What follows belongs to an exercise in optimizing a design on an open flow for small area, a short achievable clock period and few clock cycles per item; a production flow would make more cautious choices.
No functional check of the RTL was part of any run shown here.

==> flow/design.v, too long to show whole: its modules and the start of the top module <==
// module cm_mul: 875 lines
// module cm_fa: 4 lines
// module cm_ha: 4 lines
// module cm_xor2: 3 lines
// module cm_ao22: 3 lines
// module complex_multiplier: 112 lines
module complex_multiplier
#(
    parameter INTEGER_WIDTH = 3,
    parameter FRACTIONAL_WIDTH = 13
)
(
    input  wire                                          clk,
    input  wire                                          rst_n,
    input  wire                                          input_a_tvalid,
    output wire                                          input_a_tready,
    input  wire [2*(INTEGER_WIDTH+FRACTIONAL_WIDTH)-1:0] input_a_tdata,
    input  wire                                          input_b_tvalid,
    output wire                                          input_b_tready,
    input  wire [2*(INTEGER_WIDTH+FRACTIONAL_WIDTH)-1:0] input_b_tdata,
    output reg                                           output_prod_tvalid,
    input  wire                                          output_prod_tready,
    output wire [2*(INTEGER_WIDTH+FRACTIONAL_WIDTH)-1:0] output_prod_tdata
);
  // ...
==> flow/flow/run.sh <==
#!/bin/bash
# The standard layout (standard.sh), with the port buffers made as sky130_fd_sc_hd__buf_2
# cells instead of buffer_ports' default, and timing repair aiming at 5.8 ns of setup slack.
set -euo pipefail
export BUFFER_PORTS_ARGS="-buffer_cell sky130_fd_sc_hd__buf_2"
export SETUP_SLACK_MARGIN=5.8
bash standard.sh > standard.log 2>&1
==> flow/standard.sh <==
#!/bin/bash
# synth_recipe.tcl (not shown) runs the flow's synth.tcl, then flattens the netlist and writes it again
# the make line also repeats each setting of config.mk as NAME=value (left out here)
make -C /OpenROAD-flow-scripts/flow DESIGN_CONFIG=/design/flow/config.mk WORK_HOME=/design/flow/orfs CLKGATE_MAP_FILE= SYNTH_SCRIPT=/design/flow/synth_recipe.tcl "${@:-finish}"
==> flow/config.mk <==
export PLATFORM = sky130hd
export DESIGN_NAME = complex_multiplier
export DESIGN_NICKNAME = complex_multiplier
export VERILOG_FILES = /design/flow/design.v
export SDC_FILE = /design/flow/constraint.sdc
export NUM_CORES = 4
export LEC_CHECK = 0
export CAP_MARGIN = 20
export CORE_MARGIN = 2
export CORE_UTILIZATION = 40
export SLEW_MARGIN = 20
export SYNTH_HIERARCHICAL = 1
export SYNTH_MINIMUM_KEEP_SIZE = 0
==> flow/constraint.sdc <==
create_clock -name core_clock -period 10.0 [get_ports {clk}]
set_input_delay 2.0000 -clock core_clock [delete_from_list [all_inputs] [get_ports {clk}]]
set_output_delay 2.0000 -clock core_clock [all_outputs]
set_load 0.01 [all_outputs]
==> impl_metrics.yaml, run 1 <==
outcome:
  status: "complete, no violations"
routing:
  routed.top_layer: "met5"
  wire_per_inst_um: 22.9
  drt-initial-drc-count: 1880
worst_setup_path:
  r2r_cells: 15
  worstPathArrival_ps: 4460
  timing.rr.start: "c_c[1]"
global_routing:
  top_usage_layer: "met2"
clock_tree:
  clock_path_buffers: 3
  cts_hold_buf: 0
  post-cts-setup-buffers: 2
  root_buffer: "clkbuf_16"
finish:
  clock_tree_area_fraction_pct: 3.12
  final_common_cell: "a22o_1"
synthesis:
  synth_top_family_by_area: "adder cells"
  synth_xor_area_share_pct: 14.3
  syn_area_per_cell_um2: 12.0
  yosysMostFrequentCell: "a22o_1"
  synth-compound-area-share_pct: 17.4
sta:
  setup_viol_count_final: 0
  hold_viol: 0
  finalHoldWorstSlack_ps: 535
floorplanning:
  die_y_um: 293
place:
  placed_cell_area_um2: 35100
==> module complex_multiplier, before the edit <==
module complex_multiplier
#(
    parameter INTEGER_WIDTH = 3,
    parameter FRACTIONAL_WIDTH = 13
)
(
    input  wire                                          clk,
    input  wire                                          rst_n,
    input  wire                                          input_a_tvalid,
    output wire                                          input_a_tready,
    input  wire [2*(INTEGER_WIDTH+FRACTIONAL_WIDTH)-1:0] input_a_tdata,
    input  wire                                          input_b_tvalid,
    output wire                                          input_b_tready,
    input  wire [2*(INTEGER_WIDTH+FRACTIONAL_WIDTH)-1:0] input_b_tdata,
    output reg                                           output_prod_tvalid,
    input  wire                                          output_prod_tready,
    output wire [2*(INTEGER_WIDTH+FRACTIONAL_WIDTH)-1:0] output_prod_tdata
);
    reg         v0, v1, q1v;
    reg  [15:0] ar, ai;
    reg  [24:0] br, bi;     
    function [24:0] booth_enc;
        input [15:0] y;
        integer k;
        reg y2, y1, y0;
        begin
            for (k = 0; k < 8; k = k + 1) begin
                y2 = y[2*k+1];
                y1 = y[2*k];
                y0 = (k == 0) ? 1'b0 : y[2*k-1];
                booth_enc[k]      = y1 ^ y0;                                    
                booth_enc[8 + k]  = (y2 & ~y1 & ~y0) | (~y2 & y1 & y0);         
                booth_enc[16 + k] = y2 & ~(y1 & y0);                            
            end
            booth_enc[24] = y[15];
        end
    endfunction
    reg  [31:0] q0, q1;
    wire take = output_prod_tready;                     
    wire en1  = ~v1 | ~q1v;                             
    wire en0  = ~v0 | en1;
    wire rdy  = ~(v0 & v1 & q1v);
    assign input_a_tready = rdy;
    assign input_b_tready = rdy;
    assign output_prod_tdata = q0;
    wire fire = input_a_tvalid & input_b_tvalid & rdy;
    wire mv1  = v1 & en1;                               
    always @(posedge clk) begin
        if (!rst_n) begin
            v0 <= 1'b0;
            v1 <= 1'b0;
            output_prod_tvalid <= 1'b0;
            q1v <= 1'b0;
        end else begin
            if (en0) v0 <= fire;
            if (en1) v1 <= v0;
            if (~output_prod_tvalid | take)
                output_prod_tvalid <= q1v | mv1;
            if (q1v) begin
                if (take) q1v <= mv1;
            end else begin
                q1v <= mv1 & output_prod_tvalid & ~take;
            end
        end
    end
    wire [14:0] m_a0, m_a1, m_a2, m_a3;
    wire [14:0] m_b0, m_b1, m_b2, m_b3;
    wire [3:0]  m_c, m_s;
    reg  [14:0] c_a0, c_a1, c_a2, c_a3;
    reg  [14:0] c_b0, c_b1, c_b2, c_b3;
    reg  [3:0]  c_c, c_s;
    cm_mul mul_rr1 (.x(ar), .one(br[7:0]), .two(br[15:8]), .neg(br[23:16]), .ys(br[24]), .a(m_a0), .b(m_b0), .cl(m_c[0]), .sgn(m_s[0]));
    cm_mul mul_rr2 (.x(ai), .one(bi[7:0]), .two(bi[15:8]), .neg(bi[23:16]), .ys(bi[24]), .a(m_a1), .b(m_b1), .cl(m_c[1]), .sgn(m_s[1]));
    cm_mul mul_ri1 (.x(ar), .one(bi[7:0]), .two(bi[15:8]), .neg(bi[23:16]), .ys(bi[24]), .a(m_a2), .b(m_b2), .cl(m_c[2]), .sgn(m_s[2]));
    cm_mul mul_ri2 (.x(ai), .one(br[7:0]), .two(br[15:8]), .neg(br[23:16]), .ys(br[24]), .a(m_a3), .b(m_b3), .cl(m_c[3]), .sgn(m_s[3]));
    wire [16:0] u0 = {1'b0, c_a0, 1'b1} + {1'b0, c_b0, c_c[0]};
    wire o0 = u0[16];    
    wire [16:0] u1 = {1'b0, c_a1, 1'b1} + {1'b0, c_b1, c_c[1]};
    wire o1 = u1[16];    
    wire [16:0] u2 = {1'b0, c_a2, 1'b1} + {1'b0, c_b2, c_c[2]};
    wire o2 = u2[16];    
    wire [16:0] u3 = {1'b0, c_a3, 1'b1} + {1'b0, c_b3, c_c[3]};
    wire o3 = u3[16];    
    wire [15:0] t_re = {1'b0, c_a0} + {1'b0, c_b0} + c_c[0] - {1'b0, c_a1} - {1'b0, c_b1} - c_c[1];
    wire [15:0] t_im = {1'b0, c_a2} + {1'b0, c_b2} + c_c[2] + {1'b0, c_a3} + {1'b0, c_b3} + c_c[3];
    wire [15:0] prod_real = {t_re[15] ^ o0 ^ o1 ^ c_s[0] ^ c_s[1], t_re[14:0]};
    wire [15:0] prod_imag = {t_im[15] ^ o2 ^ o3 ^ c_s[2] ^ c_s[3], t_im[14:0]};
    always @(posedge clk) begin
        if (en0) begin
            ar <= input_a_tdata[15:0];
            ai <= input_a_tdata[31:16];
            br <= booth_enc(input_b_tdata[15:0]);
            bi <= booth_enc(input_b_tdata[31:16]);
        end
        if (en1) begin
            c_a0 <= m_a0;
            c_a1 <= m_a1;
            c_a2 <= m_a2;
            c_a3 <= m_a3;
            c_b0 <= m_b0;
            c_b1 <= m_b1;
            c_b2 <= m_b2;
            c_b3 <= m_b3;
            c_c <= m_c;
            c_s <= m_s;
        end
        if (~output_prod_tvalid | take)
            q0 <= q1v ? q1 : {prod_imag, prod_real};
        if (~q1v | take)
            q1 <= {prod_imag, prod_real};
    end
endmodule
==> run 2, diff against run 1 <==
--- a/flow/design.v
+++ b/flow/design.v
@@ -747,129 +747,129 @@
     cm_xor2 u_w7_11 (.a(x[11]), .b(neg[7]), .y(w7_11));
     cm_ao22 u_pp7_11 (.a1(one[7]), .a2(w7_11), .b1(two[7]), .b2(w7_10), .y(pp7_11));
     cm_xor2 u_w7_12 (.a(x[12]), .b(neg[7]), .y(w7_12));
     cm_ao22 u_pp7_12 (.a1(one[7]), .a2(w7_12), .b1(two[7]), .b2(w7_11), .y(pp7_12));
     cm_xor2 u_w7_13 (.a(x[13]), .b(neg[7]), .y(w7_13));
     cm_ao22 u_pp7_13 (.a1(one[7]), .a2(w7_13), .b1(two[7]), .b2(w7_12), .y(pp7_13));
     cm_ha u_s1 (.a(pp0_10), .b(pp1_8), .s(s1), .co(c2));
     cm_ha u_s3 (.a(pp0_11), .b(pp1_9), .s(s3), .co(c4));
-    cm_fa u_s5 (.a(pp0_12), .b(pp1_10), .ci(pp2_8), .s(s5), .co(c6));
+    cm_fx u_s5 (.a(pp0_12), .b(pp1_10), .ci(pp2_8), .s(s5), .co(c6));
     cm_ha u_s7 (.a(pp3_6), .b(pp4_4), .s(s7), .co(c8));
-    cm_fa u_s9 (.a(pp0_13), .b(pp1_11), .ci(pp2_9), .s(s9), .co(c10));
+    cm_fx u_s9 (.a(pp0_13), .b(pp1_11), .ci(pp2_9), .s(s9), .co(c10));
     cm_ha u_s11 (.a(pp3_7), .b(pp4_5), .s(s11), .co(c12));
-    cm_fa u_s13 (.a(pp0_14), .b(pp1_12), .ci(pp2_10), .s(s13), .co(c14));
-    cm_fa u_s15 (.a(pp3_8), .b(pp4_6), .ci(pp5_4), .s(s15), .co(c16));
+    cm_fx u_s13 (.a(pp0_14), .b(pp1_12), .ci(pp2_10), .s(s13), .co(c14));
+    cm_fx u_s15 (.a(pp3_8), .b(pp4_6), .ci(pp5_4), .s(s15), .co(c16));
     cm_ha u_s17 (.a(pp6_2), .b(pp7_0), .s(s17), .co(c18));
-    cm_fa u_s19 (.a(pp0_15), .b(pp1_13), .ci(pp2_11), .s(s19), .co(c20));
-    cm_fa u_s21 (.a(pp3_9), .b(pp4_7), .ci(pp5_5), .s(s21), .co(c22));
+    cm_fx u_s19 (.a(pp0_15), .b(pp1_13), .ci(pp2_11), .s(s19), .co(c20));
+    cm_fx u_s21 (.a(pp3_9), .b(pp4_7), .ci(pp5_5), .s(s21), .co(c22));
     cm_ha u_s23 (.a(pp6_3), .b(pp7_1), .s(s23), .co(c24));
-    cm_fa u_s25 (.a(pp0_16), .b(pp1_14), .ci(pp2_12), .s(s25), .co(c26));
-    cm_fa u_s27 (.a(pp3_10), .b(pp4_8), .ci(pp5_6), .s(s27), .co(c28));
+    cm_fx u_s25 (.a(pp0_16), .b(pp1_14), .ci(pp2_12), .s(s25), .co(c26));
+    cm_fx u_s27 (.a(pp3_10), .b(pp4_8), .ci(pp5_6), .s(s27), .co(c28));
     assign s29 = ~(pp6_4 ^ pp7_2);
     assign c30 = pp6_4 | pp7_2;
-    cm_fa u_s31 (.a(pp1_15), .b(pp2_13), .ci(pp3_11), .s(s31), .co(c32));
-    cm_fa u_s33 (.a(pp4_9), .b(pp5_7), .ci(pp6_5), .s(s33), .co(c34));
+    cm_fx u_s31 (.a(pp1_15), .b(pp2_13), .ci(pp3_11), .s(s31), .co(c32));
+    cm_fx u_s33 (.a(pp4_9), .b(pp5_7), .ci(pp6_5), .s(s33), .co(c34));
     assign s35 = ~pp7_3;
     assign c36 = pp7_3;
-    cm_fa u_s37 (.a(pp1_16), .b(pp2_14), .ci(pp3_12), .s(s37), .co(c38));
-    cm_fa u_s39 (.a(pp4_10), .b(pp5_8), .ci(pp6_6), .s(s39), .co(c40));
-    cm_fa u_s41 (.a(pp2_15), .b(pp3_13), .ci(pp4_11), .s(s41), .co(c42));
+    cm_fx u_s37 (.a(pp1_16), .b(pp2_14), .ci(pp3_12), .s(s37), .co(c38));
+    cm_fx u_s39 (.a(pp4_10), .b(pp5_8), .ci(pp6_6), .s(s39), .co(c40));
+    cm_fx u_s41 (.a(pp2_15), .b(pp3_13), .ci(pp4_11), .s(s41), .co(c42));
     cm_ha u_s43 (.a(pp5_9), .b(pp6_7), .s(s43), .co(c44));
-    cm_fa u_s45 (.a(pp2_16), .b(pp3_14), .ci(pp4_12), .s(s45), .co(c46));
+    cm_fx u_s45 (.a(pp2_16), .b(pp3_14), .ci(pp4_12), .s(s45), .co(c46));
     cm_ha u_s47 (.a(pp3_15), .b(pp4_13), .s(s47), .co(c48));
     cm_ha u_s49 (.a(pp0_6), .b(pp1_4), .s(s49), .co(c50));
     cm_ha u_s51 (.a(pp0_7), .b(pp1_5), .s(s51), .co(c52));
-    cm_fa u_s53 (.a(pp0_8), .b(pp1_6), .ci(pp2_4), .s(s53), .co(c54));
+    cm_fx u_s53 (.a(pp0_8), .b(pp1_6), .ci(pp2_4), .s(s53), .co(c54));
     cm_ha u_s55 (.a(pp3_2), .b(pp4_0), .s(s55), .co(c56));
-    cm_fa u_s57 (.a(pp0_9), .b(pp1_7), .ci(pp2_5), .s(s57), .co(c58));
+    cm_fx u_s57 (.a(pp0_9), .b(pp1_7), .ci(pp2_5), .s(s57), .co(c58));
     cm_ha u_s59 (.a(pp3_3), .b(pp4_1), .s(s59), .co(c60));
-    cm_fa u_s61 (.a(pp2_6), .b(pp3_4), .ci(pp4_2), .s(s61), .co(c62));
-    cm_fa u_s63 (.a(pp5_0), .b(neg[5]), .ci(c60), .s(s63), .co(c64));
-    cm_fa u_s65 (.a(pp2_7), .b(pp3_5), .ci(pp4_3), .s(s65), .co(c66));
-    cm_fa u_s67 (.a(pp5_1), .b(c2), .ci(s3), .s(s67), .co(c68));
-    cm_fa u_s69 (.a(pp5_2), .b(pp6_0), .ci(neg[6]), .s(s69), .co(c70));
-    cm_fa u_s71 (.a(c4), .b(s7), .ci(c66), .s(s71), .co(c72));
-    cm_fa u_s73 (.a(pp5_3), .b(pp6_1), .ci(c8), .s(s73), .co(c74));
-    cm_fa u_s75 (.a(s11), .b(c6), .ci(c70), .s(s75), .co(c76));
-    cm_fa u_s77 (.a(neg[7]), .b(c12), .ci(s17), .s(s77), .co(c78));
-    cm_fa u_s79 (.a(c10), .b(s13), .ci(s15), .s(s79), .co(c80));
-    cm_fa u_s81 (.a(c18), .b(s23), .ci(c14), .s(s81), .co(c82));
-    cm_fa u_s83 (.a(c16), .b(s19), .ci(s21), .s(s83), .co(c84));
-    cm_fa u_s85 (.a(s29), .b(c24), .ci(c20), .s(s85), .co(c86));
-    cm_fa u_s87 (.a(c22), .b(s25), .ci(s27), .s(s87), .co(c88));
-    cm_fa u_s89 (.a(s35), .b(c30), .ci(c26), .s(s89), .co(c90));
-    cm_fa u_s91 (.a(c28), .b(s31), .ci(s33), .s(s91), .co(c92));
-    cm_fa u_s93 (.a(pp7_4), .b(c36), .ci(c32), .s(s93), .co(c94));
-    cm_fa u_s95 (.a(c34), .b(s37), .ci(s39), .s(s95), .co(c96));
+    cm_fx u_s61 (.a(pp2_6), .b(pp3_4), .ci(pp4_2), .s(s61), .co(c62));
+    cm_fx u_s63 (.a(pp5_0), .b(neg[5]), .ci(c60), .s(s63), .co(c64));
+    cm_fx u_s65 (.a(pp2_7), .b(pp3_5), .ci(pp4_3), .s(s65), .co(c66));
+    cm_fx u_s67 (.a(pp5_1), .b(c2), .ci(s3), .s(s67), .co(c68));
+    cm_fx u_s69 (.a(pp5_2), .b(pp6_0), .ci(neg[6]), .s(s69), .co(c70));
+    cm_fx u_s71 (.a(c4), .b(s7), .ci(c66), .s(s71), .co(c72));
+    cm_fx u_s73 (.a(pp5_3), .b(pp6_1), .ci(c8), .s(s73), .co(c74));
+    cm_fx u_s75 (.a(s11), .b(c6), .ci(c70), .s(s75), .co(c76));
+    cm_fx u_s77 (.a(neg[7]), .b(c12), .ci(s17), .s(s77), .co(c78));
+    cm_fx u_s79 (.a(c10), .b(s13), .ci(s15), .s(s79), .co(c80));
+    cm_fx u_s81 (.a(c18), .b(s23), .ci(c14), .s(s81), .co(c82));
+    cm_fx u_s83 (.a(c16), .b(s19), .ci(s21), .s(s83), .co(c84));
+    cm_fx u_s85 (.a(s29), .b(c24), .ci(c20), .s(s85), .co(c86));
+    cm_fx u_s87 (.a(c22), .b(s25), .ci(s27), .s(s87), .co(c88));
+    cm_fx u_s89 (.a(s35), .b(c30), .ci(c26), .s(s89), .co(c90));
+    cm_fx u_s91 (.a(c28), .b(s31), .ci(s33), .s(s91), .co(c92));
+    cm_fx u_s93 (.a(pp7_4), .b(c36), .ci(c32), .s(s93), .co(c94));
+    cm_fx u_s95 (.a(c34), .b(s37), .ci(s39), .s(s95), .co(c96));
     assign s97 = ~(pp7_5 ^ s43);
     assign c98 = pp7_5 | s43;
-    cm_fa u_s99 (.a(c38), .b(c40), .ci(s41), .s(s99), .co(c100));
-    cm_fa u_s101 (.a(pp5_10), .b(pp6_8), .ci(pp7_6), .s(s101), .co(c102));
-    cm_fa u_s103 (.a(c98), .b(c44), .ci(c42), .s(s103), .co(c104));
-    cm_fa u_s105 (.a(pp5_11), .b(pp6_9), .ci(pp7_7), .s(s105), .co(c106));
+    cm_fx u_s99 (.a(c38), .b(c40), .ci(s41), .s(s99), .co(c100));
+    cm_fx u_s101 (.a(pp5_10), .b(pp6_8), .ci(pp7_6), .s(s101), .co(c102));
+    cm_fx u_s103 (.a(c98), .b(c44), .ci(c42), .s(s103), .co(c104));
+    cm_fx u_s105 (.a(pp5_11), .b(pp6_9), .ci(pp7_7), .s(s105), .co(c106));
     assign s107 = ~(s47 ^ c46);
     assign c108 = s47 | c46;
-    cm_fa u_s109 (.a(pp3_16), .b(pp4_14), .ci(pp5_12), .s(s109), .co(c110));
-    cm_fa u_s111 (.a(pp6_10), .b(pp7_8), .ci(c108), .s(s111), .co(c112));
-    cm_fa u_s113 (.a(pp4_15), .b(pp5_13), .ci(pp6_11), .s(s113), .co(c114));
+    cm_fx u_s109 (.a(pp3_16), .b(pp4_14), .ci(pp5_12), .s(s109), .co(c110));
+    cm_fx u_s111 (.a(pp6_10), .b(pp7_8), .ci(c108), .s(s111), .co(c112));
+    cm_fx u_s113 (.a(pp4_15), .b(pp5_13), .ci(pp6_11), .s(s113), .co(c114));
     assign s115 = ~pp7_9;
     assign c116 = pp7_9;
-    cm_fa u_s117 (.a(pp4_16), .b(pp5_14), .ci(pp6_12), .s(s117), .co(c118));
+    cm_fx u_s117 (.a(pp4_16), .b(pp5_14), .ci(pp6_12), .s(s117), .co(c118));
     cm_ha u_s119 (.a(pp5_15), .b(pp6_13), .s(s119), .co(c120));
     cm_ha u_s121 (.a(pp0_4), .b(pp1_2), .s(s121), .co(c122));
     cm_ha u_s123 (.a(pp0_5), .b(pp1_3), .s(s123), .co(c124));
-    cm_fa u_s125 (.a(pp2_2), .b(pp3_0), .ci(neg[3]), .s(s125), .co(c126));
-    cm_fa u_s127 (.a(pp2_3), .b(pp3_1), .ci(c50), .s(s127), .co(c128));
-    cm_fa u_s129 (.a(neg[4]), .b(c52), .ci(s55), .s(s129), .co(c130));
-    cm_fa u_s131 (.a(c56), .b(s59), .ci(c54), .s(s131), .co(c132));
-    cm_fa u_s133 (.a(s1), .b(c58), .ci(s61), .s(s133), .co(c134));
-    cm_fa u_s135 (.a(c62), .b(s65), .ci(c64), .s(s135), .co(c136));
-    cm_fa u_s137 (.a(s69), .b(s5), .ci(c68), .s(s137), .co(c138));
-    cm_fa u_s139 (.a(s9), .b(s73), .ci(c72), .s(s139), .co(c140));
-    cm_fa u_s141 (.a(c74), .b(s77), .ci(c76), .s(s141), .co(c142));
-    cm_fa u_s143 (.a(c78), .b(s81), .ci(c80), .s(s143), .co(c144));
-    cm_fa u_s145 (.a(c82), .b(s85), .ci(c84), .s(s145), .co(c146));
-    cm_fa u_s147 (.a(c86), .b(s89), .ci(c88), .s(s147), .co(c148));
-    cm_fa u_s149 (.a(c90), .b(s93), .ci(c92), .s(s149), .co(c150));
-    cm_fa u_s151 (.a(s97), .b(c94), .ci(c96), .s(s151), .co(c152));
-    cm_fa u_s153 (.a(s101), .b(s45), .ci(s103), .s(s153), .co(c154));
-    cm_fa u_s155 (.a(s107), .b(c102), .ci(s105), .s(s155), .co(c156));
-    cm_fa u_s157 (.a(c48), .b(c106), .ci(s109), .s(s157), .co(c158));
-    cm_fa u_s159 (.a(s115), .b(c110), .ci(c112), .s(s159), .co(c160));
-    cm_fa u_s161 (.a(pp7_10), .b(c116), .ci(c114), .s(s161), .co(c162));
+    cm_fx u_s125 (.a(pp2_2), .b(pp3_0), .ci(neg[3]), .s(s125), .co(c126));
+    cm_fx u_s127 (.a(pp2_3), .b(pp3_1), .ci(c50), .s(s127), .co(c128));
+    cm_fx u_s129 (.a(neg[4]), .b(c52), .ci(s55), .s(s129), .co(c130));
+    cm_fx u_s131 (.a(c56), .b(s59), .ci(c54), .s(s131), .co(c132));
+    cm_fx u_s133 (.a(s1), .b(c58), .ci(s61), .s(s133), .co(c134));
+    cm_fx u_s135 (.a(c62), .b(s65), .ci(c64), .s(s135), .co(c136));
+    cm_fx u_s137 (.a(s69), .b(s5), .ci(c68), .s(s137), .co(c138));
+    cm_fx u_s139 (.a(s9), .b(s73), .ci(c72), .s(s139), .co(c140));
+    cm_fx u_s141 (.a(c74), .b(c76), .ci(s77), .s(s141), .co(c142));
+    cm_fx u_s143 (.a(c78), .b(s81), .ci(c80), .s(s143), .co(c144));
+    cm_fx u_s145 (.a(c82), .b(s85), .ci(c84), .s(s145), .co(c146));
+    cm_fx u_s147 (.a(s89), .b(c86), .ci(c88), .s(s147), .co(c148));
+    cm_fx u_s149 (.a(s93), .b(c90), .ci(c92), .s(s149), .co(c150));
+    cm_fx u_s151 (.a(s97), .b(c94), .ci(s99), .s(s151), .co(c152));
+    cm_fx u_s153 (.a(s101), .b(s45), .ci(s103), .s(s153), .co(c154));
+    cm_fx u_s155 (.a(s107), .b(c102), .ci(s105), .s(s155), .co(c156));
+    cm_fx u_s157 (.a(c48), .b(c106), .ci(s109), .s(s157), .co(c158));
+    cm_fx u_s159 (.a(s115), .b(c110), .ci(c112), .s(s159), .co(c160));
+    cm_fx u_s161 (.a(pp7_10), .b(c116), .ci(c114), .s(s161), .co(c162));
     assign s163 = ~(pp7_11 ^ s119);
     assign c164 = pp7_11 | s119;
-    cm_fa u_s165 (.a(pp5_16), .b(pp6_14), .ci(pp7_12), .s(s165), .co(c166));
+    cm_fx u_s165 (.a(pp5_16), .b(pp6_14), .ci(pp7_12), .s(s165), .co(c166));
     cm_ha u_s167 (.a(pp6_15), .b(pp7_13), .s(s167), .co(c168));
     cm_ha u_s169 (.a(pp0_2), .b(pp1_0), .s(s169), .co(c170));
     cm_ha u_s171 (.a(pp0_3), .b(pp1_1), .s(s171), .co(c172));
-    cm_fa u_s173 (.a(pp2_0), .b(neg[2]), .ci(c172), .s(s173), .co(c174));
-    cm_fa u_s175 (.a(pp2_1), .b(c122), .ci(s123), .s(s175), .co(c176));
-    cm_fa u_s177 (.a(c124), .b(s49), .ci(s125), .s(s177), .co(c178));
-    cm_fa u_s179 (.a(s51), .b(c126), .ci(s127), .s(s179), .co(c180));
-    cm_fa u_s181 (.a(s53), .b(c128), .ci(s129), .s(s181), .co(c182));
-    cm_fa u_s183 (.a(s57), .b(c130), .ci(s131), .s(s183), .co(c184));
-    cm_fa u_s185 (.a(s63), .b(c132), .ci(s133), .s(s185), .co(c186));
-    cm_fa u_s187 (.a(s67), .b(c134), .ci(s135), .s(s187), .co(c188));
-    cm_fa u_s189 (.a(s71), .b(c136), .ci(s137), .s(s189), .co(c190));
-    cm_fa u_s191 (.a(s75), .b(c138), .ci(s139), .s(s191), .co(c192));
-    cm_fa u_s193 (.a(s79), .b(c140), .ci(s141), .s(s193), .co(c194));
-    cm_fa u_s195 (.a(s83), .b(c142), .ci(s143), .s(s195), .co(c196));
-    cm_fa u_s197 (.a(s87), .b(c144), .ci(s145), .s(s197), .co(c198));
-    cm_fa u_s199 (.a(s91), .b(c146), .ci(s147), .s(s199), .co(c200));
-    cm_fa u_s201 (.a(s95), .b(c148), .ci(s149), .s(s201), .co(c202));
-    cm_fa u_s203 (.a(s99), .b(c150), .ci(s151), .s(s203), .co(c204));
-    cm_fa u_s205 (.a(c100), .b(c152), .ci(s153), .s(s205), .co(c206));
-    cm_fa u_s207 (.a(c104), .b(s155), .ci(c154), .s(s207), .co(c208));
-    cm_fa u_s209 (.a(s111), .b(c156), .ci(s157), .s(s209), .co(c210));
-    cm_fa u_s211 (.a(s113), .b(s159), .ci(c158), .s(s211), .co(c212));
-    cm_fa u_s213 (.a(s117), .b(c160), .ci(s161), .s(s213), .co(c214));
-    cm_fa u_s215 (.a(s163), .b(c118), .ci(c162), .s(s215), .co(c216));
-    cm_fa u_s217 (.a(c164), .b(c120), .ci(s165), .s(s217), .co(c218));
+    cm_fx u_s173 (.a(pp2_0), .b(neg[2]), .ci(c172), .s(s173), .co(c174));
+    cm_fx u_s175 (.a(pp2_1), .b(c122), .ci(s123), .s(s175), .co(c176));
+    cm_fx u_s177 (.a(c124), .b(s49), .ci(s125), .s(s177), .co(c178));
+    cm_fx u_s179 (.a(s51), .b(c126), .ci(s127), .s(s179), .co(c180));
+    cm_fx u_s181 (.a(s53), .b(c128), .ci(s129), .s(s181), .co(c182));
+    cm_fx u_s183 (.a(s57), .b(c130), .ci(s131), .s(s183), .co(c184));
+    cm_fx u_s185 (.a(s63), .b(c132), .ci(s133), .s(s185), .co(c186));
+    cm_fx u_s187 (.a(s67), .b(c134), .ci(s135), .s(s187), .co(c188));
+    cm_fx u_s189 (.a(s71), .b(s137), .ci(c136), .s(s189), .co(c190));
+    cm_fx u_s191 (.a(s75), .b(s139), .ci(c138), .s(s191), .co(c192));
+    cm_fx u_s193 (.a(s79), .b(c140), .ci(s141), .s(s193), .co(c194));
+    cm_fx u_s195 (.a(s83), .b(c142), .ci(s143), .s(s195), .co(c196));
+    cm_fx u_s197 (.a(s87), .b(c144), .ci(s145), .s(s197), .co(c198));
+    cm_fx u_s199 (.a(s91), .b(s147), .ci(c146), .s(s199), .co(c200));
+    cm_fx u_s201 (.a(s95), .b(s149), .ci(c148), .s(s201), .co(c202));
+    cm_fx u_s203 (.a(c96), .b(s151), .ci(c150), .s(s203), .co(c204));
+    cm_fx u_s205 (.a(c100), .b(s153), .ci(c152), .s(s205), .co(c206));
+    cm_fx u_s207 (.a(c104), .b(s155), .ci(c154), .s(s207), .co(c208));
+    cm_fx u_s209 (.a(s111), .b(s157), .ci(c156), .s(s209), .co(c210));
+    cm_fx u_s211 (.a(s113), .b(s159), .ci(c158), .s(s211), .co(c212));
+    cm_fx u_s213 (.a(s117), .b(s161), .ci(c160), .s(s213), .co(c214));
+    cm_fx u_s215 (.a(s163), .b(c118), .ci(c162), .s(s215), .co(c216));
+    cm_fx u_s217 (.a(c164), .b(c120), .ci(s165), .s(s217), .co(c218));
     assign s219 = ~(s167 ^ c166);
     assign c220 = s167 | c166;
     wire [27:0] ra = {s219, s217, s215, s213, s211, s209, s207, s205, s203, s201, s199, s197, s195, s193, s191, s189, s187, s185, s183, s181, s179, s177, s175, s173, s171, s169, pp0_1, pp0_0};
     wire [27:0] rb = {c218, c216, c214, c212, c210, c208, c206, c204, c202, c200, c198, c196, c194, c192, c190, c188, c186, c184, c182, c180, c178, c176, c174, s121, c170, neg[1], 1'b0, neg[0]};
     wire [13:0] lo = ra[12:0] + rb[12:0];
     assign cl = lo[13];
     assign a = ra[27:13];
     assign b = rb[27:13];
@@ -878,16 +878,25 @@
 module cm_fa (input wire a, input wire b, input wire ci, output wire s, output wire co);
     assign s = a ^ b ^ ci;
     assign co = (a & b) | (a & ci) | (b & ci);
 endmodule
 module cm_ha (input wire a, input wire b, output wire s, output wire co);
     assign s = a ^ b;
     assign co = a & b;
 endmodule
+module cm_fx (input wire a, input wire b, input wire ci, output wire s, output wire co);
+    wire t;
+    cm_xor2 u_t (.a(a), .b(b), .y(t));
+    cm_xor2 u_s (.a(t), .b(ci), .y(s));
+    cm_maj3 u_c (.a(a), .b(b), .c(ci), .y(co));
+endmodule
+module cm_maj3 (input wire a, input wire b, input wire c, output wire y);
+    assign y = (a & b) | (a & c) | (b & c);
+endmodule
 module cm_xor2 (input wire a, input wire b, output wire y);
     assign y = a ^ b;
 endmodule
 module cm_ao22 (input wire a1, input wire a2, input wire b1, input wire b2, output wire y);
     assign y = (a1 & a2) | (b1 & b2);
 endmodule
 `default_nettype none
 `timescale 1ns / 1ps
@@ -961,28 +970,26 @@
     wire [3:0]  m_c, m_s;
     reg  [14:0] c_a0, c_a1, c_a2, c_a3;
     reg  [14:0] c_b0, c_b1, c_b2, c_b3;
     reg  [3:0]  c_c, c_s;
     cm_mul mul_rr1 (.x(ar), .one(br[7:0]), .two(br[15:8]), .neg(br[23:16]), .ys(br[24]), .a(m_a0), .b(m_b0), .cl(m_c[0]), .sgn(m_s[0]));
     cm_mul mul_rr2 (.x(ai), .one(bi[7:0]), .two(bi[15:8]), .neg(bi[23:16]), .ys(bi[24]), .a(m_a1), .b(m_b1), .cl(m_c[1]), .sgn(m_s[1]));
     cm_mul mul_ri1 (.x(ar), .one(bi[7:0]), .two(bi[15:8]), .neg(bi[23:16]), .ys(bi[24]), .a(m_a2), .b(m_b2), .cl(m_c[2]), .sgn(m_s[2]));
     cm_mul mul_ri2 (.x(ai), .one(br[7:0]), .two(br[15:8]), .neg(br[23:16]), .ys(br[24]), .a(m_a3), .b(m_b3), .cl(m_c[3]), .sgn(m_s[3]));
-    wire [16:0] u0 = {1'b0, c_a0, 1'b1} + {1'b0, c_b0, c_c[0]};
-    wire o0 = u0[16];    
-    wire [16:0] u1 = {1'b0, c_a1, 1'b1} + {1'b0, c_b1, c_c[1]};
-    wire o1 = u1[16];    
-    wire [16:0] u2 = {1'b0, c_a2, 1'b1} + {1'b0, c_b2, c_c[2]};
-    wire o2 = u2[16];    
-    wire [16:0] u3 = {1'b0, c_a3, 1'b1} + {1'b0, c_b3, c_c[3]};
-    wire o3 = u3[16];    
-    wire [15:0] t_re = {1'b0, c_a0} + {1'b0, c_b0} + c_c[0] - {1'b0, c_a1} - {1'b0, c_b1} - c_c[1];
-    wire [15:0] t_im = {1'b0, c_a2} + {1'b0, c_b2} + c_c[2] + {1'b0, c_a3} + {1'b0, c_b3} + c_c[3];
-    wire [15:0] prod_real = {t_re[15] ^ o0 ^ o1 ^ c_s[0] ^ c_s[1], t_re[14:0]};
-    wire [15:0] prod_imag = {t_im[15] ^ o2 ^ o3 ^ c_s[2] ^ c_s[3], t_im[14:0]};
+    wire [15:0] u0 = {c_a0, 1'b1} + {c_b0, c_c[0]};
+    wire [14:0] h0 = u0[15:1];    
+    wire [15:0] u1 = {c_a1, 1'b1} + {c_b1, c_c[1]};
+    wire [14:0] h1 = u1[15:1];    
+    wire [15:0] u2 = {c_a2, 1'b1} + {c_b2, c_c[2]};
+    wire [14:0] h2 = u2[15:1];    
+    wire [15:0] u3 = {c_a3, 1'b1} + {c_b3, c_c[3]};
+    wire [14:0] h3 = u3[15:1];    
+    wire [15:0] prod_real = {c_s[0], h0} - {c_s[1], h1};
+    wire [15:0] prod_imag = {c_s[2], h2} + {c_s[3], h3};
     always @(posedge clk) begin
         if (en0) begin
             ar <= input_a_tdata[15:0];
             ai <= input_a_tdata[31:16];
             br <= booth_enc(input_b_tdata[15:0]);
             bi <= booth_enc(input_b_tdata[31:16]);
         end
         if (en1) begin
==> flow/run.sh (new file) <==
#!/bin/bash
# synth_recipe.tcl (not shown) runs the flow's synth.tcl, then flattens the netlist and writes it again
# the make line also repeats each setting of config.mk as NAME=value (left out here)
make -C /OpenROAD-flow-scripts/flow DESIGN_CONFIG=/design/flow/config.mk WORK_HOME=/design/flow/orfs CLKGATE_MAP_FILE= SYNTH_SCRIPT=/design/flow/synth_recipe.tcl finish
==> flow/config.mk (replaced) <==
export PLATFORM = sky130hd
export DESIGN_NAME = complex_multiplier
export DESIGN_NICKNAME = complex_multiplier
export VERILOG_FILES = /design/flow/design.v
export SDC_FILE = /design/flow/constraint.sdc
export NUM_CORES = 4
export LEC_CHECK = 0
export CAP_MARGIN = 20
export CORE_MARGIN = 2
export CORE_UTILIZATION = 40
export SETUP_SLACK_MARGIN = 5
export SLEW_MARGIN = 20
export SYNTH_HIERARCHICAL = 1
export SYNTH_MINIMUM_KEEP_SIZE = 0
removed: flow/flow/run.sh
removed: flow/standard.sh
==> impl_metrics.yaml, run 2 <==
outcome:
  status: "complete, no violations"
synthesis:
  netlist_area_um2: 36000
  synthCells: 3526
  synthTopCellsByCount: "1214 x xor2_1, 528 x a22o_1, 340 x maj3_2, 274 x edfxtp_1, 232 x ha_1"
  ys_ff_latch: 278
  seq_area_frac_synth_pct: 23.1
  synthArstFlopShare_pct: 0
  yosys-top-cells-area: "xor2_1 30%, edfxtp_1 23%, a22o_1 13%, maj3_2 11%, ha_1 8.1%"
  synth_area_leader_cell: "xor2_1"
  synth_nets: 3833
  syn_area_per_cell_um2: 10.2
  yosysMostFrequentCell: "xor2_1"
  yosysUniqueCellTypes: 60
  netlist.area_leader.share_pct: 29.5
  synth_flop_cell: "edfxtp_1"
  synth_edf_count: 274
  ys.warnings.count: 7
clock_tree:
  numCtsBuffers: 37
  root_buffer: "clkbuf_16"
  clock_path_buffers: 3
  clkTransAtPathRegs_ps: 60
  cts_hold_buf: 0
  htreeDepth: 2
  cts_tree: "built"
  clock-sinks: 278
  post-cts-setup-buffers: 0
  cts_resized: 0
  insertion_delay_ps: 580
place:
  place_inst: 4752
  dp_hpwl_um: 69900
  port_buffers: 103
  gp_congestion: 0.854
global_routing:
  grt_pass1_wl_um: 150000
  globalRouteTotalUtil_pct: 20.2
  grt_max_degree: 90
  antenna_found_initial: 1
  grt_pass1_vias: 25600
  grt-ovfl-total: 0
routing:
  dr.pass1.iters: 5
  dr_total_vias: 27100
  vias_per_cell: 5.61
  wire_per_inst_um: 19.7
  postRouteAntennaNets: 0
  finalWirelength_um: 95200
  drt-initial-drc-count: 1799
  drc: 0
worst_setup_path:
  critical_path_class: "register to register"
  worst-path-max-fanout: 6
  cp.required_ps: 10330
  worstSetupEndpointType: "register"
  start_kind: "register"
  worstPathArrival_ps: 4500
finish:
  final_common_cell: "xor2_1"
  antenna_cells: 0
  final_cells: 4821
  drive_above_1_share_pct: 14.2
  fin_nets: 3923
  syn_to_final_growth_pct: 9.44
  reg_top3: "q0 (32), q1 (32)"
  mostFrequentLayoutCells: "1214 x xor2_1, 528 x a22o_1, 340 x maj3_2"
floorplanning:
  die_w_um: 304
  start_util_pct: 40.2
  core_area_um2: 89600
  die_y_um: 304
  rows: 110
  die-area_um2: 92500
  ioPinCount: 104
min_path:
  hold_class: "register to register"
sta:
  setup_viol_count_final: 0
  clock_skew_ps: 21.0
  hold_viol: 0
  slew_violations: 0
  slew_headroom_pct: 32.4
  rsz0062_at_grt: "no"
  final.setup.tns_ps: 0
  max_slew.worst_pin.slew_ps: 1010
  timing.fmax_mhz: 240
  period_share_pct: 41.7
  fin_crit_ps: 4170
job:
  max_cap_violations: 0
-- run 2: layout make-up --
class / instances / area, um^2
clock buffers: 43 / 970
clock inverters: 25 / 214
fillers: 8633 / 50200
inverters: 129 / 484
multi-input cells: 2981 / 26300
flip-flops and latches: 278 / 8310
well taps: 1176 / 1470
repair buffers: 189 / 1700
-- run 2: per-stage QoR --
| step | hold slack [ps] | setup WS [ps] | cell area, um^2 | utilization (%) |
|---|---|---|---|---|
| 2_1_floorplan | 480 | 5670 | 36000 | - |
| 3_3_place_gp | 494 | 5920 | 38200 | 42.7 |
| 3_5_place_dp | 504 | 5890 | 38200 | 42.7 |
| 4_1_cts | 519 | 5830 | 39400 | 44.0 |
| 5_1_grt | 548 | 5560 | 39400 | 44.0 |
| 6_report | 515 | 5830 | 39400 | 44.0 |
-- run 2: logic make-up after synthesis --
| logic type | after synthesis | share of synthesized area (%) |
|---|---|---|
| AOI/OAI and AO/OA | 805 | 17.8 |
| xor gates and xnor gates | 1271 | 30.9 |
| adders and majority gates | 578 | 19.0 |
| buffers and inverters | 267 | 4.05 |
| DFF | 278 | 23.1 |
| muxes | 23 | 0.715 |
| and+or+nand+nor | 304 | 4.50 |
-- run 2: Yosys stat by module (local to each module, per instance), a selection --
| module | area (um^2) | flops+latches | times used |
|---|---|---|---|
| cm_mul | 693 | 0 | 4 |
| cm_maj3 | 11.3 | 0 | 340 |
| cm_xor2 | 8.76 | 0 | 1184 |
| cm_ao22 | 8.76 | 0 | 528 |
| complex_multiplier | 13500 | 278 | 1 |
| cm_ha | 12.5 | 0 | 72 |
-- run 2: path summary, 6_finish.rpt --
| path | from | end | slack, ps | depth (start not counted) |
|---|---|---|---|---|
| setup / recovery | c_a2[0] | q0[31] | 5830 | 14 |
| hold / removal | q1[20] | q0[20] | 510 | 2 |
| setup reg to reg | c_a2[0] | q0[31] | 5830 | 14 |
| hold reg to reg | q1[20] | q0[20] | 510 | 2 |
-- run 2: per-layer routing --
metal | global-route usage (%) | part of all wire (%) | up-vias
met5 | 0 | 0 | -
met4 | 6.83 | 3.4 | 0
met3 | 2.58 | 4.9 | 146
met2 | 30.9 | 42 | 714
met1 | 29.4 | 50 | 13000
li1 | - | - | 13200
-- run 2: worst max-delay path, cell delays in order, from the launching register on --
cell and delay [ps]:
edfxtp_1 430, ha_1 310, a21oi_1 190, o211ai_1 170, o41ai_1 650, o21a_1 260
o21ai_0 110, xor2_1 190, ha_1 410, a21oi_1 220, o21ai_0 140, a221oi_1 270
o21ai_1 120, xnor2_1 160, mux2_2 300
==> run 3, diff against run 2 <==
==> flow/flow/run.sh (new file) <==
#!/bin/bash
# The standard layout (standard.sh), with the port buffers made as sky130_fd_sc_hd__buf_2
# cells instead of buffer_ports' default, and timing repair aiming at 6.3 ns of setup slack.
set -euo pipefail
export BUFFER_PORTS_ARGS="-buffer_cell sky130_fd_sc_hd__buf_2"
export SETUP_SLACK_MARGIN=6.3
bash standard.sh > standard.log 2>&1
==> flow/standard.sh (new file) <==
#!/bin/bash
# synth_recipe.tcl (not shown) runs the flow's synth.tcl, then flattens the netlist and writes it again
# the make line also repeats each setting of config.mk as NAME=value (left out here)
make -C /OpenROAD-flow-scripts/flow DESIGN_CONFIG=/design/flow/config.mk WORK_HOME=/design/flow/orfs CLKGATE_MAP_FILE= SYNTH_SCRIPT=/design/flow/synth_recipe.tcl "${@:-finish}"
--- a/flow/config.mk
+++ b/flow/config.mk
@@ -10,3 +10,2 @@
 export CORE_UTILIZATION = 40
-export SETUP_SLACK_MARGIN = 5
 export SLEW_MARGIN = 20
removed: flow/run.sh
==> impl_metrics.yaml, run 3 <==
outcome:
  status: "complete, no violations"
routing:
  dr_total_vias: 27200
  finalWirelength_um: 95400
  vias_per_cell: 5.59
  drc: 0
  dr.pass1.iters: 5
  drt-initial-drc-count: 1819
  postRouteAntennaNets: 0
  wire_per_inst_um: 19.6
finish:
  syn_to_final_growth_pct: 10.6
  multi_input_area_um2: 26900
  fill_cells: 8484
  utilization_pct: 44.5
  mostFrequentLayoutCells: "1211 x xor2_1, 528 x a22o_1, 340 x maj3_2"
  fin_nets: 3965
  drive_above_1_share_pct: 20.5
  final_common_cell: "xor2_1"
  postLayoutCellArea_um2: 39800
  reg_top3: "q0 (32), q1 (32)"
  seq_area_um2: 8310
synthesis:
  synthTopCellsByCount: "1214 x xor2_1, 528 x a22o_1, 340 x maj3_2, 274 x edfxtp_1, 232 x ha_1"
  yosysMostFrequentCell: "xor2_1"
  netlist_area_um2: 36000
  synth_edf_count: 274
  synth_area_leader_cell: "xor2_1"
  netlist.area_leader.share_pct: 29.5
  syn_area_per_cell_um2: 10.2
  synth_nets: 3833
  yosys-top-cells-area: "xor2_1 30%, edfxtp_1 23%, a22o_1 13%, maj3_2 11%, ha_1 8.1%"
  ys.warnings.count: 7
  yosysUniqueCellTypes: 60
  ys_ff_latch: 278
  synthArstFlopShare_pct: 0
  seq_area_frac_synth_pct: 23.1
  synth_flop_cell: "edfxtp_1"
  synthCells: 3526
place:
  pre_cts_ws_ps: 5900
  placed_cell_area_um2: 37700
  gp_congestion: 0.854
  port_buffers: 103
  dp_hpwl_um: 69400
worst_setup_path:
  cpMaxStageDelayCell: "edfxtp_1"
  path_cells: "fa_2 > a21o_1 > a311oi_2 > o211ai_1 > a31oi_1 > o21bai_1 > xnor2_2 > ha_4 > a21oi_2 > o21ai_1 > a221o_1 > or4b_1 > nand3_1"
  worstSetupEndpointType: "register"
  worstPathArrival_ps: 4170
  max_stage_delay_ps: 540
  start_kind: "register"
  critical_path_class: "register to register"
  worst-path-max-fanout: 6
  cp.required_ps: 10420
clock_tree:
  clock_path_buffers: 3
  root_buffer: "clkbuf_16"
  cts_hold_buf: 0
  htreeDepth: 2
  insertion_delay_ps: 570
  clkTransAtPathRegs_ps: 60
  cts_tree: "built"
  clock-sinks: 278
  numCtsBuffers: 36
sta:
  fin_crit_ps: 3740
  hold_viol: 0
  clock_skew_ps: 23.9
  max_slew.worst_pin.slew_ps: 1030
  worst_slack_ps: 6260
  final.setup.tns_ps: 0
  timing.fmax_mhz: 267
  setup_viol_count_final: 0
  slew_headroom_pct: 31.6
  period_share_pct: 37.4
  rsz0062_at_grt: "yes"
  slew_violations: 0
floorplanning:
  ioPinCount: 104
  die-area_um2: 92500
  core_area_um2: 89600
  die_y_um: 304
  die_w_um: 304
  rows: 110
  start_util_pct: 40.2
global_routing:
  grt_pass1_wl_um: 150000
  globalRouteTotalUtil_pct: 20.1
  grt-ovfl-total: 0
  grt_pass1_vias: 25500
  grt_max_degree: 90
  antenna_found_initial: 1
min_path:
  hold_class: "register to register"
job:
  max_cap_violations: 0
-- run 3: cell types whose count changed in the layout (fill, tap and decap cells not counted), sizes merged, moves of 2 or more --
| cell | before | now |
|---|---|---|
| buf | 86 | 232 |
| clkbuf | 43 | 45 |
| clkdlybuf4s50 | 103 | 0 |
| clkinv | 19 | 11 |
| clkinvlp | 3 | 1 |
-- run 3: Yosys stat by module (local to each module, per instance), excerpt --
| module | flops+latches | times used | area (um^2) |
|---|---|---|---|
| cm_ha | 0 | 72 | 12.5 |
| cm_mul | 0 | 4 | 693 |
| cm_ao22 | 0 | 528 | 8.76 |
| cm_maj3 | 0 | 340 | 11.3 |
| cm_xor2 | 0 | 1184 | 8.76 |
| complex_multiplier | 278 | 1 | 13500 |
-- run 3: final timing paths --
kind | startpoint | cells after the start | endpoint | slack, ps
worst max-delay path | c_c[1] | 13 | q0[14] | 6260
worst min-delay path | q1[22] | 2 | q0[22] | 510
worst max register to register | c_c[1] | 13 | q0[14] | 6260
worst min register to register | q1[22] | 2 | q0[22] | 510
-- run 3: cell type report --
type                       count  share of cell area, %
multi-input combinational   2981                   67.4
sequential                   278                   20.9
tap                         1176                   3.69
timing repair buffer         232                   3.91
inverter                     129                   1.22
clock buffer                  45                   2.42
clock inverter                17                  0.474
antenna                        1                0.00628
-- run 3: layer usage --
metal	wire [um]	GRT usage, %	vias to the layer above
met5	11	0	-
met4	2830	6.04	2
met3	4500	2.35	126
met2	40400	30.7	705
met1	47600	29.6	13100
li1	-	-	13200
-- run 3: per-stage QoR --
stage	hold slack, ps	std cells
floorplan	487	3526
finish	515	4859
global route	544	4858
CTS	516	4834
global placement	498	4752
detailed placement	502	4752
-- run 3: cell families (layout without fill, tap and decap cells) --
family / Yosys count / after routing / share of synthesized area [%]
XOR/XNOR: 1271 / 1271 / 30.9
AO/OA/AOI/OAI: 805 / 805 / 17.8
adder cells (fa/ha/maj): 578 / 578 / 19.0
AND/OR/NAND/NOR: 304 / 304 / 4.50
flip-flops: 278 / 278 / 23.1
buffers and inverters: 267 / 423 / 4.05
multiplexers: 23 / 23 / 0.715
other: 0 / 1 / 0
-- run 3: repair_timing --
action / 4_1_cts / 5_1_grt
resized for setup: 31 / 102
pin swaps: 22 / 46
buffers inserted: 20 / 23
setup endpoints to repair: 23 / 23
gates cloned: 0 / 0
-- run 3: worst max-delay path, delay by kind of cell, from the launching register on --
family                   cells  cell delay, ps
flip-flops                   1             540
XOR/XNOR                     1             250
AND/OR/NAND/NOR              2             570
adder cells (fa/ha/maj)      2             680
AO/OA/AOI/OAI                8            1560
==> run 4, diff against run 3 <==
--- a/flow/design.v
+++ b/flow/design.v
@@ -940,2 +940,3 @@
     reg  [31:0] q0, q1;
+    reg         wp, rp;
     wire take = output_prod_tready;                     
@@ -946,3 +947,3 @@
     assign input_b_tready = rdy;
-    assign output_prod_tdata = q0;
+    assign output_prod_tdata = rp ? q1 : q0;
     wire fire = input_a_tvalid & input_b_tvalid & rdy;
@@ -955,3 +956,7 @@
             q1v <= 1'b0;
+            wp <= 1'b0;
+            rp <= 1'b0;
         end else begin
+            if (mv1) wp <= ~wp;
+            if (output_prod_tvalid & take) rp <= ~rp;
             if (en0) v0 <= fire;
@@ -1006,5 +1011,5 @@
         end
-        if (~output_prod_tvalid | take)
-            q0 <= q1v ? q1 : {prod_imag, prod_real};
-        if (~q1v | take)
+        if (mv1 & ~wp)
+            q0 <= {prod_imag, prod_real};
+        if (mv1 & wp)
             q1 <= {prod_imag, prod_real};
==> impl_metrics.yaml, run 4 <==
min_path:
  holdCritStartpoint: "output_prod_tvalid"
  hold_class: "register to register"
routing:
  dr.pass1.iters: 5
  routed.top_layer: "met5"
  drt-met1-wl_um: 46000
  dr_total_vias: 26900
  drt-initial-drc-count: 1932
  wire_per_inst_um: 19.3
  met2_length_um: 39600
  finalWirelength_um: 92500
  postRouteAntennaNets: 0
  drc: 0
  vias_per_cell: 5.62
  wl_met3_um: 4380
clock_tree:
  htreeDepth: 2
  insertion_delay_ps: 570
  clock_path_buffers: 3
  clock-sinks: 280
  numCtsBuffers: 37
  cts_tree: "built"
  cts_hold_buf: 0
  root_buffer: "clkbuf_16"
  clkTransAtPathRegs_ps: 60
place:
  port_buffers: 103
  dp_hpwl_um: 67200
  gp_congestion: 0.851
  pre_cts_ws_ps: 6080
worst_setup_path:
  path_cells: "clkbuf_16 > mux2_2 > buf_2"
  worstSetupEndpointType: "primary output"
  critical_path_class: "register to primary output"
  cpMaxStageDelayCell: "dfxtp_4"
  timing.rr.start: "c_a0[0]"
  worst-path-max-fanout: 8
  start_kind: "register"
  cp.required_ps: 8000
  worstPathArrival_ps: 1680
  reg2reg_slack_ps: 6390
  max_stage_delay_ps: 440
  startpoint: "rp"
finish:
  fin_nets: 3895
  mostFrequentLayoutCells: "1214 x xor2_1, 529 x a22o_1, 340 x maj3_2"
  reg_top3: "q0 (32), q1 (32)"
  final_common_cell: "xor2_1"
  antenna_cells: 0
  syn_to_final_growth_pct: 10.1
  drive_above_1_share_pct: 19.7
synthesis:
  synth_nets: 3785
  seq_area_frac_synth_pct: 23.2
  synthCells: 3478
  netlist.area_leader.share_pct: 29.6
  synthTopCellsByCount: "1216 x xor2_1, 529 x a22o_1, 340 x maj3_2, 274 x edfxtp_1, 232 x ha_1"
  synthMuxAreaShare_pct: 1.00
  ys.warnings.count: 7
  yosysMostFrequentCell: "xor2_1"
  synth_xor_area_share_pct: 31.0
  yosys.area_share.simple_pct: 4.01
  synth_edf_count: 274
  synth_adder_area_share_pct: 19.1
  synthArstFlopShare_pct: 0
  yosys-top-cells-area: "xor2_1 30%, edfxtp_1 23%, a22o_1 13%, maj3_2 11%, ha_1 8.1%"
  ys_ff_latch: 280
  synth_area_leader_cell: "xor2_1"
  synth_top_family_by_area: "XOR/XNOR gates"
  yosysUniqueCellTypes: 67
  syn_area_per_cell_um2: 10.3
  synth-compound-area-share_pct: 17.8
  netlist_area_um2: 35900
  synth_flop_cell: "edfxtp_1"
floorplanning:
  die-area_um2: 92200
  core_area_um2: 88600
  die_y_um: 304
  rows: 109
  ioPinCount: 104
  start_util_pct: 40.5
  die_w_um: 304
global_routing:
  antenna_found_initial: 2
  grt_max_degree: 74
  globalRouteTotalUtil_pct: 19.5
  grt-ovfl-total: 0
  grt_pass1_wl_um: 146000
  grt_pass1_vias: 25200
sta:
  fin_crit_ps: 3680
  rsz0062_at_grt: "yes"
  clock_skew_ps: 20.2
  final.setup.tns_ps: 0
  slew_headroom_pct: 34.3
  slew_violations: 0
  hold_viol: 0
  worst_slack_ps: 6320
  period_share_pct: 36.8
  setup_viol_count_final: 0
  timing.fmax_mhz: 272
  max_slew.worst_pin.slew_ps: 986
job:
  max_cap_violations: 0
outcome:
  status: "complete, no violations"
run 4: critical path: cells and delay by family, from the launching register on:
family	cells	cell delay (ps)
flops	1	440
buf+inv	2	350
mux	1	320
run 4: what timing repair did:
item | CTS | global route
buffers inserted | 7 | 9
pin swaps | 5 | 18
gates cloned | 1 | 2
setup endpoints to repair | 46 | 52
gates resized for setup | 20 | 96
run 4: cell type report:
type / count / area, um^2
sequential: 280 / 8350
clock buffer: 43 / 970
clock inverter: 25 / 248
inverter: 119 / 447
timing repair buffer: 207 / 1510
fill: 8573 / 49100
tap: 1165 / 1460
multi-input combinational: 2943 / 26600
run 4: per-module statistics from Yosys, one instance, submodules excluded, excerpt:
module              cells  flops+latches
complex_multiplier    966            280
cm_mul                 97              0
cm_ha                   1              0
cm_maj3                 1              0
cm_ao22                 1              0
cm_xor2                 1              0
run 4: cell families (layout without fill, tap and decap cells):
logic type	count (synthesis)	count (layout)
buffers and inverters	255	394
muxes	32	32
DFF	280	280
AOI/OAI and AO/OA	802	802
xor gates and xnor gates	1271	1271
and+or+nand+nor	260	260
adders and majority gates	578	578
run 4: metrics by stage:
stage	hold slack, ps	cell area (um^2)	cells	util, %
after floorplan	480	36000	3478	-
after global placement	544	37600	4695	42.4
after detailed placement	564	37600	4695	42.4
after CTS	575	39000	4771	44.0
after global routing	606	39600	4782	44.6
final	562	39600	4782	44.6
run 4: final timing paths:
check / endpoint / cells past startpoint
worst max-delay path: output_prod_tdata[14] / 3
worst min-delay path: q1v / 2
worst max register to register: q0[15] / 13
worst min register to register: q1v / 2
run 4: metal layers:
metal	GRT usage, %	vias to the layer above
met4	5.57	4
met1	28.6	13000
met2	29.9	700
met5	0	-
met3	2.61	126
li1	-	13100
==> run 5, diff against run 4 <==
--- a/flow/design.v
+++ b/flow/design.v
@@ -940,3 +940,2 @@
     reg  [31:0] q0, q1;
-    reg         wp, rp;
     wire take = output_prod_tready;                     
@@ -947,3 +946,3 @@
     assign input_b_tready = rdy;
-    assign output_prod_tdata = rp ? q1 : q0;
+    assign output_prod_tdata = q0;
     wire fire = input_a_tvalid & input_b_tvalid & rdy;
@@ -956,7 +955,3 @@
             q1v <= 1'b0;
-            wp <= 1'b0;
-            rp <= 1'b0;
         end else begin
-            if (mv1) wp <= ~wp;
-            if (output_prod_tvalid & take) rp <= ~rp;
             if (en0) v0 <= fire;
@@ -982,12 +977,14 @@
     cm_mul mul_ri2 (.x(ai), .one(br[7:0]), .two(br[15:8]), .neg(br[23:16]), .ys(br[24]), .a(m_a3), .b(m_b3), .cl(m_c[3]), .sgn(m_s[3]));
-    wire [15:0] u0 = {c_a0, 1'b1} + {c_b0, c_c[0]};
-    wire [14:0] h0 = u0[15:1];    
-    wire [15:0] u1 = {c_a1, 1'b1} + {c_b1, c_c[1]};
-    wire [14:0] h1 = u1[15:1];    
-    wire [15:0] u2 = {c_a2, 1'b1} + {c_b2, c_c[2]};
-    wire [14:0] h2 = u2[15:1];    
-    wire [15:0] u3 = {c_a3, 1'b1} + {c_b3, c_c[3]};
-    wire [14:0] h3 = u3[15:1];    
-    wire [15:0] prod_real = {c_s[0], h0} - {c_s[1], h1};
-    wire [15:0] prod_imag = {c_s[2], h2} + {c_s[3], h3};
+    wire [16:0] u0 = {1'b0, c_a0, 1'b1} + {1'b0, c_b0, c_c[0]};
+    wire o0 = u0[16];    
+    wire [16:0] u1 = {1'b0, c_a1, 1'b1} + {1'b0, c_b1, c_c[1]};
+    wire o1 = u1[16];    
+    wire [16:0] u2 = {1'b0, c_a2, 1'b1} + {1'b0, c_b2, c_c[2]};
+    wire o2 = u2[16];    
+    wire [16:0] u3 = {1'b0, c_a3, 1'b1} + {1'b0, c_b3, c_c[3]};
+    wire o3 = u3[16];    
+    wire [15:0] t_re = {1'b0, c_a0} + {1'b0, c_b0} + c_c[0] - {1'b0, c_a1} - {1'b0, c_b1} - c_c[1];
+    wire [15:0] t_im = {1'b0, c_a2} + {1'b0, c_b2} + c_c[2] + {1'b0, c_a3} + {1'b0, c_b3} + c_c[3];
+    wire [15:0] prod_real = {t_re[15] ^ o0 ^ o1 ^ c_s[0] ^ c_s[1], t_re[14:0]};
+    wire [15:0] prod_imag = {t_im[15] ^ o2 ^ o3 ^ c_s[2] ^ c_s[3], t_im[14:0]};
     always @(posedge clk) begin
@@ -1011,5 +1008,5 @@
         end
-        if (mv1 & ~wp)
-            q0 <= {prod_imag, prod_real};
-        if (mv1 & wp)
+        if (~output_prod_tvalid | take)
+            q0 <= q1v ? q1 : {prod_imag, prod_real};
+        if (~q1v | take)
             q1 <= {prod_imag, prod_real};
==> impl_metrics.yaml, run 5 <==
finish:
  drive_above_1_share_pct: 19.4
  seq_area_um2: 8310
  final_common_cell: "xor2_1"
  multi_input_area_um2: 26500
  reg_top3: "q0 (32), q1 (32)"
  syn_to_final_growth_pct: 9.34
  fill_cells: 8649
  fin_nets: 3998
  mostFrequentLayoutCells: "1197 x xor2_1, 528 x a22o_1, 340 x maj3_2"
synthesis:
  synthTopCellsByCount: "1197 x xor2_1, 528 x a22o_1, 340 x maj3_2, 274 x edfxtp_1, 268 x inv_1"
  yosys-top-cells-area: "xor2_1 29%, edfxtp_1 23%, a22o_1 13%, maj3_2 10%, ha_1 8.4%"
  synth_nets: 3859
  yosysMostFrequentCell: "xor2_1"
  synth_edf_count: 274
  yosysUniqueCellTypes: 57
  synthCells: 3477
  netlist.area_leader.share_pct: 28.7
  ys_ff_latch: 278
  synth_flop_cell: "edfxtp_1"
  netlist_area_um2: 36500
  ys.warnings.count: 7
  syn_area_per_cell_um2: 10.5
  seq_area_frac_synth_pct: 22.8
  synthArstFlopShare_pct: 0
  synth_area_leader_cell: "xor2_1"
global_routing:
  grt_max_degree: 69
  globalRouteTotalUtil_pct: 20.6
  grt_pass1_vias: 25700
  antenna_found_initial: 8
  grt_pass1_wl_um: 152000
  grt-ovfl-total: 0
place:
  pre_cts_ws_ps: 5810
  port_buffers: 103
  gp_congestion: 0.844
  dp_hpwl_um: 71200
clock_tree:
  cts_tree: "built"
  htreeDepth: 2
  clkTransAtPathRegs_ps: 60
  clock-sinks: 278
  root_buffer: "clkbuf_16"
  numCtsBuffers: 36
  cts_hold_buf: 0
  insertion_delay_ps: 570
  clock_path_buffers: 3
floorplanning:
  ioPinCount: 104
  die_y_um: 306
  core_area_um2: 90100
  rows: 110
  start_util_pct: 40.5
  die_w_um: 306
  die-area_um2: 93600
sta:
  period_share_pct: 40.4
  final.setup.tns_ps: 0
  max_slew.worst_pin.slew_ps: 945
  fin_crit_ps: 4040
  clock_skew_ps: 25.4
  worst_slack_ps: 5960
  rsz0062_at_grt: "yes"
  slew_violations: 0
  setup_viol_count_final: 0
  timing.fmax_mhz: 247
  hold_viol: 0
  slew_headroom_pct: 37.0
worst_setup_path:
  worstPathArrival_ps: 4480
  crit_buf_inv: 3
  r2r_cells: 16
  timing.rr.start: "c_c[1]"
  cp_common_cell: "a21oi_2"
  reg2reg_slack_ps: 5960
  start_kind: "register"
  worst-path-max-fanout: 5
  cp.required_ps: 10440
  cpMaxStageDelayCell: "or4_1"
  max_stage_delay_ps: 520
  worstSetupEndpointType: "register"
  critical_path_class: "register to register"
  r2r_end: "q0[14]"
  path_cells: "buf_6 > ha_4 > fa_1 > fa_1 > fa_2 > inv_2 > fa_2 > a21o_1 > a21oi_2 > o21bai_1 > a21oi_2 > buf_4 > o211ai_1 > a21oi_2 > or4_1 > nand3_1"
  crit_family: "adder cells"
routing:
  drc: 0
  vias_per_cell: 5.49
  wire_per_inst_um: 20.1
  dr_total_vias: 26400
  dr.pass1.iters: 5
  drt-initial-drc-count: 1853
  postRouteAntennaNets: 0
  finalWirelength_um: 97000
min_path:
  hold_class: "register to register"
  hold_depth: 2
  hold_end: "q0[0]"
  holdCritStartpoint: "q1[0]"
job:
  max_cap_violations: 0
outcome:
  status: "complete, no violations"
==> run 5: changes by cell type after synthesis, sizes merged, moves of 12 or more <==
cell,change
inv,+149
fa,+61
nor2,-35
o21ai,-31
a21oi,-27
xnor2,-25
xor2,-19
nand2,-18
ha,+14
clkbuf,-12
==> run 5: area by class of cell <==
class	count	area share [%]
Tap cell	1176	3.69
Antenna cell	2	0.0125
Sequential cell	278	20.8
Timing Repair Buffer	227	3.79
Multi-Input combinational cell	2805	66.5
Clock buffer	43	2.32
Inverter	268	2.52
Clock inverter	20	0.351
==> run 5: worst max path at each step <==
stage	slack [ps]	cells past startpoint	start	end
finish	5960	16	c_c[1]	q0[14]
global route	5800	16	c_c[1]	q0[14]
CTS	6000	16	c_c[1]	q0[14]
detailed placement	5810	14	c_c[1]	q0[12]
global placement	5860	14	c_c[1]	q0[12]
floorplan	6250	15	c_b1[5]	q0[15]
==> run 5: layer usage <==
metal / vias to the layer above / wire length, um / global-route usage, % / part of all wire, %
li1: 12800 / - / - / -
met1: 12700 / 45500 / 28.5 / 47
met2: 734 / 42100 / 32.1 / 43
met3: 158 / 5680 / 3.48 / 5.9
met4: 4 / 3650 / 7.85 / 3.8
met5: - / 27 / 0 / 0.028
==> run 5: logic make-up (layout without fill, tap and decap cells) <==
kind of cell    after synthesis  after routing  share of synthesized area (%)
fa+ha+maj                   653            653                           22.6
compound gates              713            713                           16.0
buf+inv                     394            558                           5.31
simple gates                186            186                           3.03
flops                       278            278                           22.8
other cells                   0              2                              0
mux                          26             26                          0.803
xor+xnor                   1227           1227                           29.5
==> run 5: worst min-delay path, cell delays in order (launching register included) <==
cell	delay, ps
edfxtp_1	310
nand2_1	40
o21ai_0	50
==> run 5: Yosys stat by module, one instance, submodules excluded, a selection <==
module | flops+latches | copies in the design | cells inside
cm_maj3 | 0 | 340 | 1
cm_ao22 | 0 | 528 | 1
cm_xor2 | 0 | 1184 | 1
complex_multiplier | 278 | 1 | 965
cm_mul | 0 | 4 | 97
cm_ha | 0 | 72 | 1
==> run 5: metrics by stage <==
step                util [%]  instance area [um^2]  hold slack, ps  cells
CTS                     43.9                 39600             526   4799
floorplan                  -                 36600             498   3477
detailed placement      42.4                 38300             513   4714
finish                  44.2                 39900             519   4819
global placement        42.4                 38300             529   4714
global route            44.2                 39900             557   4818
==> run 5: repair_timing <==
item | 4_1_cts | 5_1_grt
buffers inserted | 22 | 18
pin swaps | 20 | 13
endpoints found under the setup margin | 32 | 32
resized for setup | 25 | 36

## static timing again, ports no longer ideal
The flow's constraints put no driver on any port. The routed layouts listed below were extracted and timed again, unchanged, in two steps. Step 1 sets driving cells, clkbuf_16 on the clock port and buf_2 on the other inputs (assumed; they add their load-dependent delay and slew). Step 2, shift: input delay + t, output delay - t, t = (earliest + latest rising clock arrival at the registers) / 2. This alone moves slack from input paths to output paths. Three values: no drivers, after step 1, after step 2; two values: the first two.
run | t (ns) | setup slack, ns | hold slack, ns | worst register clock-pin slew, ns
run 1 | 0.621 | 5.835 / 5.835 / 5.835 | 0.535 / 0.535 / 0.535 | 0.06 / 0.06
run 2 | 0.636 | 5.830 / 5.830 / 5.830 | 0.515 / 0.515 / 0.515 | 0.07 / 0.07
run 3 | 0.625 | 6.256 / 6.256 / 6.256 | 0.515 / 0.515 / 0.515 | 0.07 / 0.07
run 4 | 0.623 | 6.324 / 6.262 / 6.389 | 0.562 / 0.562 / 0.562 | 0.06 / 0.06
run 5 | 0.630 | 5.959 / 5.959 / 5.959 | 0.519 / 0.519 / 0.519 | 0.06 / 0.06
After both steps every run listed still meets setup and hold.
